Background: an optimization exercise with open tools, aiming at small area. Do not read the settings as production practice.
Only simulation tests tie the RTL to the original design; equivalence was not proved.
No activity file was given, so power comes from the tool's default toggle rates.

==> 02-10 <==
==> flow/design.v <==
module EECS3216_Lab5 (input Clock,
							 input Reset,
							 input[1:0] do_op,
							 input KEY1,
							 input[5:0] sixBitNum,
							 output reg [6:0] tenSec,
							 output reg [6:0] oneSec);
  parameter ON  = 1'b1;
  parameter OFF = 1'b0;
  localparam integer DEBOUNCE = 5000;
  enum logic [5:0] {push, pop, rdy} State, NextState;
  integer numToDisplay;  
  integer currentIndex;  
  integer IgnoreTimer;   
  reg [5:0] savedNum [15:0]; 
  reg toggle;  
  reg ignore;  
  always @(posedge Clock)
  begin
		State <= NextState;
		if(!Reset) begin
			for(int i = 0; i < 16; i++)
				savedNum[i] = 0;
			currentIndex = 0;
			numToDisplay = 0;
			toggle <= 1;
			ignore <= 0;
			IgnoreTimer <= 0;
		end
		else begin
		if(KEY1)
			toggle <= 1;  
		if(State == rdy) begin
		end
		else if(State == push)begin
			if (ignore == 1)
				IgnoreTimer <= IgnoreTimer + 23'b1;
			else begin
				if(!KEY1 && toggle == 1 && currentIndex < 16) begin
					toggle <= 0;
					savedNum[currentIndex] = sixBitNum;
					currentIndex = currentIndex + 1;
				end
				ignore <= 1;
			end
		end
		else begin
			if (ignore == 1)
				IgnoreTimer <= IgnoreTimer + 23'b1;
			else begin
				if(!KEY1 && toggle == 1) begin
					toggle <= 0;
					if(currentIndex > 0) begin
						currentIndex = currentIndex - 1;
						numToDisplay = savedNum[currentIndex];
					end
					else
						currentIndex = 0;
				end
				ignore <= 1;
			end
		end
		if (IgnoreTimer  == DEBOUNCE) begin
			IgnoreTimer <= 23'd0;
			ignore <= 0;
		end
		end
		case (numToDisplay / 10)
			'd1: tenSec <= 7'b1111001;
			'd2: tenSec <= 7'b0100100;
			'd3: tenSec <= 7'b0110000;
			'd4: tenSec <= 7'b0011001;
			'd5: tenSec <= 7'b0010010;
			'd6: tenSec <= 7'b0000010;
			'd7: tenSec <= 7'b1111000;
			'd8: tenSec <= 7'b0000000;
			'd9: tenSec <= 7'b0011000;
			default: tenSec <= 7'b1000000;  
		endcase
		case (numToDisplay % 10)
			'd1: oneSec <= 7'b1111001;
			'd2: oneSec <= 7'b0100100;
			'd3: oneSec <= 7'b0110000;
			'd4: oneSec <= 7'b0011001;
			'd5: oneSec <= 7'b0010010;
			'd6: oneSec <= 7'b0000010;
			'd7: oneSec <= 7'b1111000;
			'd8: oneSec <= 7'b0000000;
			'd9: oneSec <= 7'b0011000;
			default: oneSec <= 7'b1000000;  
		endcase
	end
	always @(*)
	begin
		if(do_op == 2)
			NextState = push;
		else if(do_op == 1)
			NextState = pop;
		else
			NextState = rdy;
	end
endmodule
==> flow/run.sh <==
#!/bin/bash
# synth_recipe.tcl (not shown) runs the flow's synth.tcl, then flattens the netlist and writes it again
# the make line also repeats each setting of config.mk as NAME=value (left out here)
make -C /OpenROAD-flow-scripts/flow DESIGN_CONFIG=/design/flow/config.mk WORK_HOME=/design/flow/orfs CLKGATE_MAP_FILE= SYNTH_SCRIPT=/design/flow/synth_recipe.tcl finish
==> flow/config.mk <==
export PLATFORM = sky130hd
export DESIGN_NAME = EECS3216_Lab5
export DESIGN_NICKNAME = EECS3216_Lab5
export VERILOG_FILES = /design/flow/design.v
export SDC_FILE = /design/flow/constraint.sdc
export NUM_CORES = 4
export LEC_CHECK = 0
export CAP_MARGIN = 20
export CORE_MARGIN = 2
export CORE_UTILIZATION = 40
export SLEW_MARGIN = 20
==> flow/constraint.sdc <==
create_clock -name core_clock -period 20.0 [get_ports {Clock}]
set_input_delay 4.0000 -clock core_clock [delete_from_list [all_inputs] [get_ports {Clock}]]
set_output_delay 4.0000 -clock core_clock [all_outputs]
set_load 0.01 [all_outputs]
==> inputs of 12-26, as changes to 02-10 <==
==> flow/design.v, changed modules only <==
module EECS3216_Lab5 (input Clock,
                      input Reset,
                      input [1:0] do_op,
                      input KEY1,
                      input [5:0] sixBitNum,
                      output reg [6:0] tenSec,
                      output reg [6:0] oneSec);
  reg isPush, isPop;
  reg [4:0] depth;
  reg [5:0] V;
  reg armed;
  reg [12:0] S;
  reg [5:0] R [0:15];
  reg [3:0] ph;
  reg [5:0] TOP;
  reg F;
  wire active  = isPush | isPop;
  wire idle    = (S == 13'd0);
  wire term    = ~S[12] & ~S[9] & ~S[8] & ~S[7] & ~S[3] & S[0];
  wire full    = depth[4];
  wire empty   = (depth == 5'd0);
  wire fire    = active & idle & ~KEY1 & armed;
  wire doPush  = fire & isPush & ~full;
  wire doPop   = fire & isPop & ~empty;
  wire match   = (ph == depth[3:0]);
  always @(posedge Clock) begin
    R[0] <= (match && F) ? TOP : R[15];
    for (int i = 1; i < 16; i++)
      R[i] <= R[i-1];
  end
  always @(posedge Clock) begin
    isPush <= (do_op == 2'd2);
    isPop  <= (do_op == 1'd1);
    if (!Reset) begin
      depth <= 5'd0;
      V     <= 6'd0;
      armed <= 1'b1;
      S     <= 13'd0;
      ph    <= 4'd0;
      F     <= 1'b0;
    end else begin
      ph <= ph + 4'd1;
      if (KEY1)
        armed <= 1'b1;
      else if (fire && (isPop || !full))
        armed <= 1'b0;
      if (doPush) begin
        depth <= depth + 5'd1;
        TOP   <= sixBitNum;
        F     <= 1'b1;
      end else if (doPop) begin
        depth <= depth - 5'd1;
        V     <= TOP;
        F     <= 1'b0;
      end else if (match) begin
        if (F)
          F <= 1'b0;
        else
          TOP <= R[15];
      end
      if (term)
        S <= 13'd0;
      else if (active)
        S <= S - 13'd1;
    end
  end
  localparam [447:0] TEN_T = 448'b0000000000000000000000000000000000000000000011111111111111111111000000000000000000000000111111111111111111111111111111000000000000001111111111111111111111111111110000000000111111111100000000000000000000000011111111110000000000000000000011111111110000000000000000000000000000000000000000000011111111110000000000000000000011111111111111000000000000000000000000000000000000000000000000000000000000000011111111110000000000000000000011111111110000000000;
  localparam [447:0] ONE_T = 448'b0011001000001100100000110010000011001000001100100000110010000011111000100011100010001110001000111000100011100010001110001000111010101010111010101011101010101110101010111010101011101010101110100010101001001010100100101010010010101001001010100100101010010010010000000001000000000100000000010000000001000000000100000000010000000001100000000110000000011000000001100000000110000000011000000010000001001000000100100000010010000001001000000100100000010010;
  always @(*) begin
    for (int b = 0; b < 7; b++) begin
      tenSec[b] = TEN_T[64*b + V];
      oneSec[b] = ONE_T[64*b + V];
    end
  end
endmodule
Settings changed: ABC_AREA from default to 1, CTS_BUF_LIST from default to sky130_fd_sc_hd__clkbuf_2 sky130_fd_sc_hd__clkbuf_4.
==> results.txt <==
item                                                          02-10                   12-26
Pre-CTS worst setup slack                                   3.30 ns                13.46 ns
Relative max-transition margin                                21.7%                   55.6%
Detailed route wirelength on metal3                         2410 um                  397 um
Cell group occupying the most layout area         multi-input gates  flip-flops and latches
Outcome                                    timing/DRC/antenna clean  timing/DRC/antenna clean
Data required time at the worst endpoint                   20.48 ns                16.00 ns
Horiz. Die Dim                                               199 um                  111 um
Simple-gate area share of the yosys netlist                   27.0%                   18.2%
Share of the clock period used by the worst path              81.4%                   35.5%
Post-Synth XOR/XNOR Area                                      3.55%                   1.73%
Number of well-tap cells placed                                 511                     143
Critical Path AT                                           16.75 ns                 3.11 ns
Sequential cell count                                           210                     134

* * *

==> inputs of job 6761 <==
RTL: one of the versions met above, not the one the previous note started from.
Settings: LEC_CHECK=0, CAP_MARGIN=20, CORE_MARGIN=2, CORE_UTILIZATION=40, SLEW_MARGIN=20; clock period 20.0 ns.
run.sh (not shown) runs the stock make flow with config.mk's settings and CLKGATE_MAP_FILE= SYNTH_SCRIPT=/design/flow/synth_recipe.tcl, a recipe that flattens the netlist after the stock synthesis.
==> job 8919: changes against job 6761 <==
Settings changed: CTS_BUF_LIST set to sky130_fd_sc_hd__clkbuf_4.
==> comparison <==
Job 8919 completed with no timing, DRC or antenna violations. Job 6761 completed with no timing, DRC or antenna violations.
Of job 6761 and job 8919, job 6761 has the higher power (gap about 24%, measured against job 8919).
Area after synthesis is the same in job 8919 and job 6761.
Between job 8919 and job 6761, the lower global-route usage is in job 8919 (gap 0.16 points).
Between job 8919 and job 6761, the lower first-iteration DRC count is in job 6761 (gap about 6%, measured against job 6761).
In job 6761 the maximum frequency is larger than in job 8919, by 1.2%.
Critical path depth is the same in job 8919 and job 6761.
Core utilization: job 8919 is lower than job 6761 (2.7 points).
In sequential power, job 6761 and job 8919 hardly differ.
Against job 6761, the final area of job 8919 is lower by about 5.6%.
In die area, job 6761 and job 8919 do not differ.
==> figures <==
quantity	job 8919	job 6761
Root Buffer	sky130_fd_sc_hd__clkbuf_4	sky130_fd_sc_hd__clkbuf_16
Ratio of layout area to synthesized area	1.128x	1.195x
Clock share of power	27.7%	41.6%
Met3 track demand over resource in global routing	4.79%	4.46%
Vias after detailed routing	2970	3020
Slew HR	31.3%	32.6%
Worst EP arrival	3.45 ns	3.36 ns
Clock-pin slew reported for the worst setup and hold paths after clock tree synthesis	0.12 ns	0.06 ns
All-layer global routing usage	13.3%	13.5%
Fraction of area in clock buffers and inverters	4.60%	9.96%
Routed wire length on met2	3.55 mm	3.71 mm
Average vias per placed instance	4.92	5.00
Status	finished clean	finished clean
Latest clock arrival within the worst-skew pair	0.50 ns	0.40 ns
Final worst-path setup slack	12.55 ns	12.64 ns
Share of the clock period used by the worst path after layout	37.3%	36.8%
Maximum clock rate	0.134 GHz	0.136 GHz
Final design area excluding fillers	5220 um2	5530 um2
P_clk	0.150 mW	0.280 mW
Power share of the combinational group	15.6%	12.6%
Proportion of power drawn by flip-flops and latches	56.7%	45.8%
Met3 Routed Length	329 um	379 um

static timing again, ports no longer ideal:
How much do the figures lean on ideal ports? The routed layouts below were timed once more, with nothing changed but the port constraints. Step 1 sets driving cells, clkbuf_16 on the clock port and buf_2 on the other inputs (assumed; they add their load-dependent delay and slew). Step 2 also shifts input and output timing later by t, the mid clock arrival at the registers, as if the neighbouring blocks saw the same clock. Three values: ideal ports, drivers, drivers and shift; two values: the first two.
run	t (ns)	slack for setup (ns)	hold WS [ns]	cell pins on the clock port's net
02-10	0.577	3.727 / 3.732 / 3.155	0.496 / 0.496 / 0.496	1
12-26	0.518	12.891 / 12.861 / 13.379	0.325 / 0.325 / 0.325	1
job 6761	0.432	12.638 / 12.602 / 12.823	0.324 / 0.324 / 0.324	1
job 8919	0.522	12.548 / 12.519 / 12.814	0.330 / 0.330 / 0.330	1
After both steps every run listed still meets setup and hold. The setup slack of 02-10, which loses most, moves by +0.005 ns with the drivers and by -0.572 ns with both steps.
